Background: an optimization exercise with open tools, aiming at small area. Do not read the settings as production practice. RTL that was checked went through simulation tests only; none was proved equivalent to the original. No activity file was given, so power comes from the tool's default toggle rates.

Setup of 08-08:
==> module fifo_latch, before the edit <==
module fifo_latch
    #(parameter W = 46)
    (output logic [W-1:0] data_out,
    output logic loaded,             
    output logic [2:0] fifo_count,   
    output logic fifo_full,
    output logic fifo_half,
    output logic fifo_empty,
    input logic [W-1:0] data_in,
    input logic we,                  
    input logic read_n,
    input logic write_n,             
    input logic clk,
    input logic reset_n);
logic [W-1:0] mem [0:6];
logic [2:0] read_pointer, write_pointer;
logic [3:0] diff;
logic loaded_q, running;
always_comb begin
    diff = {1'b0, write_pointer} - {1'b0, read_pointer};
    fifo_count = diff[3] ? diff[2:0] + 3'd7 : diff[2:0];
    fifo_full = (fifo_count == 3'd6);
    fifo_half = (fifo_count >= 3'd3);
    fifo_empty = (write_pointer == read_pointer);
end
always_ff @(posedge clk or negedge reset_n)
    if (!reset_n)
        read_pointer <= '0;
    else if (!read_n & !fifo_empty)
        read_pointer <= (read_pointer == 3'd6) ? 3'd0 : read_pointer + 1'b1;
always_ff @(posedge clk or negedge reset_n)
    if (!reset_n)
        write_pointer <= '0;
    else if (!write_n & !fifo_full)
        write_pointer <= (write_pointer == 3'd6) ? 3'd0 : write_pointer + 1'b1;
always_ff @(posedge clk)
    if (we)
        mem[write_pointer] <= data_in;
logic [6:0] rsel;
logic rd, hsel;
logic [W-1:0] data_hold;
always_comb begin
    rd = !read_n && running;
    for (int i = 0; i < 7; i++)
        rsel[i] = rd && (read_pointer == 3'(i));
    hsel = read_n && loaded_q;
    data_out = data_hold & {W{hsel}};
    for (int i = 0; i < 7; i++)
        data_out = data_out | (mem[i] & {W{rsel[i]}});
    loaded = loaded_q | rd;
end
always_ff @(posedge clk)
    data_hold <= data_out;
always_ff @(posedge clk or negedge reset_n)
    if (!reset_n)
        running <= 1'b0;
    else
        running <= 1'b1;
always_ff @(posedge clk or negedge reset_n)
    if (!reset_n)
        loaded_q <= 1'b0;
    else if (rd)
        loaded_q <= 1'b1;
endmodule  
==> flow/config.mk <==
export PLATFORM = sky130hd
export DESIGN_NAME = channel_ctrl
export DESIGN_NICKNAME = channel_ctrl
export VERILOG_FILES = /design/flow/design.v
export SDC_FILE = /design/flow/constraint.sdc
export NUM_CORES = 4
export LEC_CHECK = 0
export CAP_MARGIN = 20
export CORE_MARGIN = 2
export CORE_UTILIZATION = 40
export SLEW_MARGIN = 20
==> flow/constraint.sdc <==
create_clock -name core_clock -period 10.0 [get_ports {clk}]
set_input_delay 2.0000 -clock core_clock [delete_from_list [all_inputs] [get_ports {clk}]]
set_output_delay 2.0000 -clock core_clock [all_outputs]
set_load 0.01 [all_outputs]
standard.sh (not shown) runs the stock make flow with config.mk's settings and CLKGATE_MAP_FILE= SYNTH_SCRIPT=/design/flow/synth_recipe.tcl, a recipe that flattens the netlist after the stock synthesis.
==> flow/flow/run.sh <==
#!/bin/bash
# Standard layout (the standard.sh), with the port buffers made from the
# smallest buffer cell and a clock tree of smaller buffers.
export BUFFER_PORTS_ARGS="-buffer_cell sky130_fd_sc_hd__buf_1"
export CTS_ARGS="-sink_clustering_enable -repair_clock_nets -dont_use_dummy_load -buf_list {sky130_fd_sc_hd__clkbuf_8} -root_buf sky130_fd_sc_hd__clkbuf_8 -sink_clustering_size 20 -sink_clustering_max_diameter 70"
bash standard.sh > standard.log 2>&1
What 06-06 does differently from 08-08 at the input level:
-- flow/design.v --
<<< 08-08, line 16
logic [2:0] read_pointer, write_pointer;
logic [3:0] diff;
logic loaded_q, running;
always_comb begin
    diff = {1'b0, write_pointer} - {1'b0, read_pointer};
>>> 06-06, line 16
logic [2:0] read_pointer, write_pointer;
logic [3:0] diff;
always_comb begin
    diff = {1'b0, write_pointer} - {1'b0, read_pointer};
<<< 08-08, line 38
        mem[write_pointer] <= data_in;
logic [6:0] rsel;
logic rd, hsel;
logic [W-1:0] data_hold;
always_comb begin
    rd = !read_n && running;
    for (int i = 0; i < 7; i++)
        rsel[i] = rd && (read_pointer == 3'(i));
    hsel = read_n && loaded_q;
    data_out = data_hold & {W{hsel}};
    for (int i = 0; i < 7; i++)
        data_out = data_out | (mem[i] & {W{rsel[i]}});
    loaded = loaded_q | rd;
end
always_ff @(posedge clk)
    data_hold <= data_out;
always_ff @(posedge clk or negedge reset_n)
    if (!reset_n)
        running <= 1'b0;
    else
        running <= 1'b1;
always_ff @(posedge clk or negedge reset_n)
    if (!reset_n)
        loaded_q <= 1'b0;
    else if (rd)
        loaded_q <= 1'b1;
endmodule  
module channel_ctrl
>>> 06-06, line 37
        mem[write_pointer] <= data_in;
logic [6:0] rsel;
logic [W-1:0] data_next;
always_comb begin
    for (int i = 0; i < 7; i++)
        rsel[i] = !read_n && (read_pointer == 3'(i));
    data_next = read_n ? data_out : '0;
    for (int i = 0; i < 7; i++)
        data_next = data_next | (mem[i] & {W{rsel[i]}});
end
always_ff @(negedge clk or negedge reset_n)
    if (!reset_n) begin
        data_out <= '0;
        loaded <= 1'b0;
    end else begin
        data_out <= data_next;
        if (!read_n)
            loaded <= 1'b1;
    end
endmodule  
module channel_ctrl
Path length in cells of the critical path sits lower in 06-06 than in 08-08. Any difference in fraction of the mapped netlist area in compound gates between 06-06 and 08-08 is small enough to ignore. Final worst-path setup slack delta for 06-06 relative to 08-08: 2090 ps lower. When 06-06 is measured against 08-08, its clock transition time at the flip-flop clock pins of the worst setup and hold paths turns out 50 ps lower. Largest stage delay on the critical path for 06-06: 170 ps down relative to 08-08. Taking 08-08 as the reference point, the cell area after layout of 06-06 rises by about 2%. Between 06-06 and 08-08, met3 track utilization from global routing is higher for 08-08, 06-06 comes in under that. 06-06 vs 08-08 — synthesized area climbed slightly. [06-06] post-placement worst setup slack fell 1940 ps relative to 08-08. Against 08-08, 06-06 comes in 0.5 points higher on clock network fraction of design power. On layout sequential cell count, 08-08 tracks 06-06 almost exactly.


channel_ctrl, a different RTL version from the one above (not shown whole).
Size: roughly 1400 cells after synthesis, roughly 470 flip-flops, about 210 I/O pins, ~20000 µm² of cells after synthesis.
==> module fifo_latch, before the edit <==
module fifo_latch
    #(parameter W = 46)
    (output logic [W-1:0] data_out,
    output logic loaded,             
    output logic [2:0] fifo_count,   
    output logic fifo_full,
    output logic fifo_half,
    output logic fifo_empty,
    input logic [W-1:0] data_in,
    input logic we,                  
    input logic read_n,
    input logic write_n,             
    input logic clk,
    input logic reset_n);
logic [W-1:0] mem [0:6];
logic [2:0] read_pointer, write_pointer;
logic [3:0] diff;
logic loaded_q;
always_comb begin
    diff = {1'b0, write_pointer} - {1'b0, read_pointer};
    fifo_count = diff[3] ? diff[2:0] + 3'd7 : diff[2:0];
    fifo_full = (fifo_count == 3'd6);
    fifo_half = (fifo_count >= 3'd3);
    fifo_empty = (write_pointer == read_pointer);
end
always_ff @(posedge clk or negedge reset_n)
    if (!reset_n)
        read_pointer <= '0;
    else if (!read_n & !fifo_empty)
        read_pointer <= (read_pointer == 3'd6) ? 3'd0 : read_pointer + 1'b1;
always_ff @(posedge clk or negedge reset_n)
    if (!reset_n)
        write_pointer <= '0;
    else if (!write_n & !fifo_full)
        write_pointer <= (write_pointer == 3'd6) ? 3'd0 : write_pointer + 1'b1;
always_ff @(posedge clk)
    if (we)
        mem[write_pointer] <= data_in;
logic [6:0] rsel;
logic rd, hsel;
logic [W-1:0] data_hold;
always_comb begin
    rd = !read_n && !fifo_empty;
    for (int i = 0; i < 7; i++)
        rsel[i] = rd && (read_pointer == 3'(i));
    hsel = !rd && loaded_q;
    data_out = data_hold & {W{hsel}};
    for (int i = 0; i < 7; i++)
        data_out = data_out | (mem[i] & {W{rsel[i]}});
    loaded = loaded_q | rd;
end
always_ff @(posedge clk)
    data_hold <= data_out;
always_ff @(posedge clk or negedge reset_n)
    if (!reset_n)
        loaded_q <= 1'b0;
    else if (rd)
        loaded_q <= 1'b1;
endmodule  
export LEC_CHECK = 0
export CAP_MARGIN = 20
export CORE_MARGIN = 2
export CORE_UTILIZATION = 40
export SLEW_MARGIN = 20
create_clock -name core_clock -period 10.0 [get_ports {clk}]
==> flow/flow/run.sh <==
#!/bin/bash
# Standard layout (the standard.sh), with the port buffers made from the
# smallest buffer cell and a clock tree of smaller buffers.
export BUFFER_PORTS_ARGS="-buffer_cell sky130_fd_sc_hd__buf_1"
export CTS_ARGS="-sink_clustering_enable -repair_clock_nets -dont_use_dummy_load -buf_list {sky130_fd_sc_hd__clkbuf_8} -root_buf sky130_fd_sc_hd__clkbuf_8 -sink_clustering_size 20 -sink_clustering_max_diameter 50"
bash standard.sh > standard.log 2>&1
==> next run, changes <==
--- a/flow/design.v
+++ b/flow/design.v
@@ -12,13 +12,13 @@
     input logic write_n,             
     input logic clk,
     input logic reset_n);
 logic [W-1:0] mem [0:6];
 logic [2:0] read_pointer, write_pointer;
 logic [3:0] diff;
-logic loaded_q;
+logic loaded_q, running;
 always_comb begin
     diff = {1'b0, write_pointer} - {1'b0, read_pointer};
     fifo_count = diff[3] ? diff[2:0] + 3'd7 : diff[2:0];
     fifo_full = (fifo_count == 3'd6);
     fifo_half = (fifo_count >= 3'd3);
     fifo_empty = (write_pointer == read_pointer);
@@ -37,25 +37,30 @@
     if (we)
         mem[write_pointer] <= data_in;
 logic [6:0] rsel;
 logic rd, hsel;
 logic [W-1:0] data_hold;
 always_comb begin
-    rd = !read_n && !fifo_empty;
+    rd = !read_n && running;
     for (int i = 0; i < 7; i++)
         rsel[i] = rd && (read_pointer == 3'(i));
-    hsel = !rd && loaded_q;
+    hsel = read_n && loaded_q;
     data_out = data_hold & {W{hsel}};
     for (int i = 0; i < 7; i++)
         data_out = data_out | (mem[i] & {W{rsel[i]}});
     loaded = loaded_q | rd;
 end
 always_ff @(posedge clk)
     data_hold <= data_out;
 always_ff @(posedge clk or negedge reset_n)
     if (!reset_n)
+        running <= 1'b0;
+    else
+        running <= 1'b1;
+always_ff @(posedge clk or negedge reset_n)
+    if (!reset_n)
         loaded_q <= 1'b0;
     else if (rd)
         loaded_q <= 1'b1;
 endmodule  
 module channel_ctrl
     #(parameter integer WIDTH = 64,
The new run completed without violations.
Wire length went down by 4.8%.
Final area went down by 3.6%.
Combinational power went down by 35%.
Synthesized cell count went down by 6.2%.
Hold slack gets better by 0.015 ns.
Sequential power went down by 7.1%.
Non-clock buffer count went down by 5.
Utilization went down by 0.33 points.
Global-route usage went down by 0.29 points.
Clock power went down by about 2%.
Flip-flop and latch count went up by 1.
Register-to-register slack gets better by 0.65 ns.
Synthesized area went down by 3.5%.
Critical path depth went up by 1.
Function not checked in the first run of this note: the RTL went through the layout flow alone.

[static timing again, ports no longer ideal]
In the flow no input, the clock included, has a driving cell. The finished layouts below were timed again as built, in two steps. Step 1 sets driving cells, clkbuf_16 on the clock port and buf_2 on the other inputs (assumed; they add their load-dependent delay and slew). Step 2, shift: input delay + t, output delay - t, t = (earliest + latest rising clock arrival at the registers) / 2. This alone moves slack from input paths to output paths. Slacks: ideal ports / drivers / drivers and shift; pairs: ideal ports / drivers.
run	t, ns	setup WS [ns]	slew at the worst register clock pin (ns)
08-08	0.662	3.591 / 3.614 / 2.951	0.12 / 0.12
the first run of note 2	0.650	3.137 / 3.086 / 2.907	0.11 / 0.11
the second run of note 2	0.658	3.672 / 3.681 / 3.037	0.12 / 0.12
After both steps every run listed still meets setup and hold. For 08-08, which loses most, drivers alone change the setup slack by +0.023 ns; drivers and shift together by -0.640 ns.
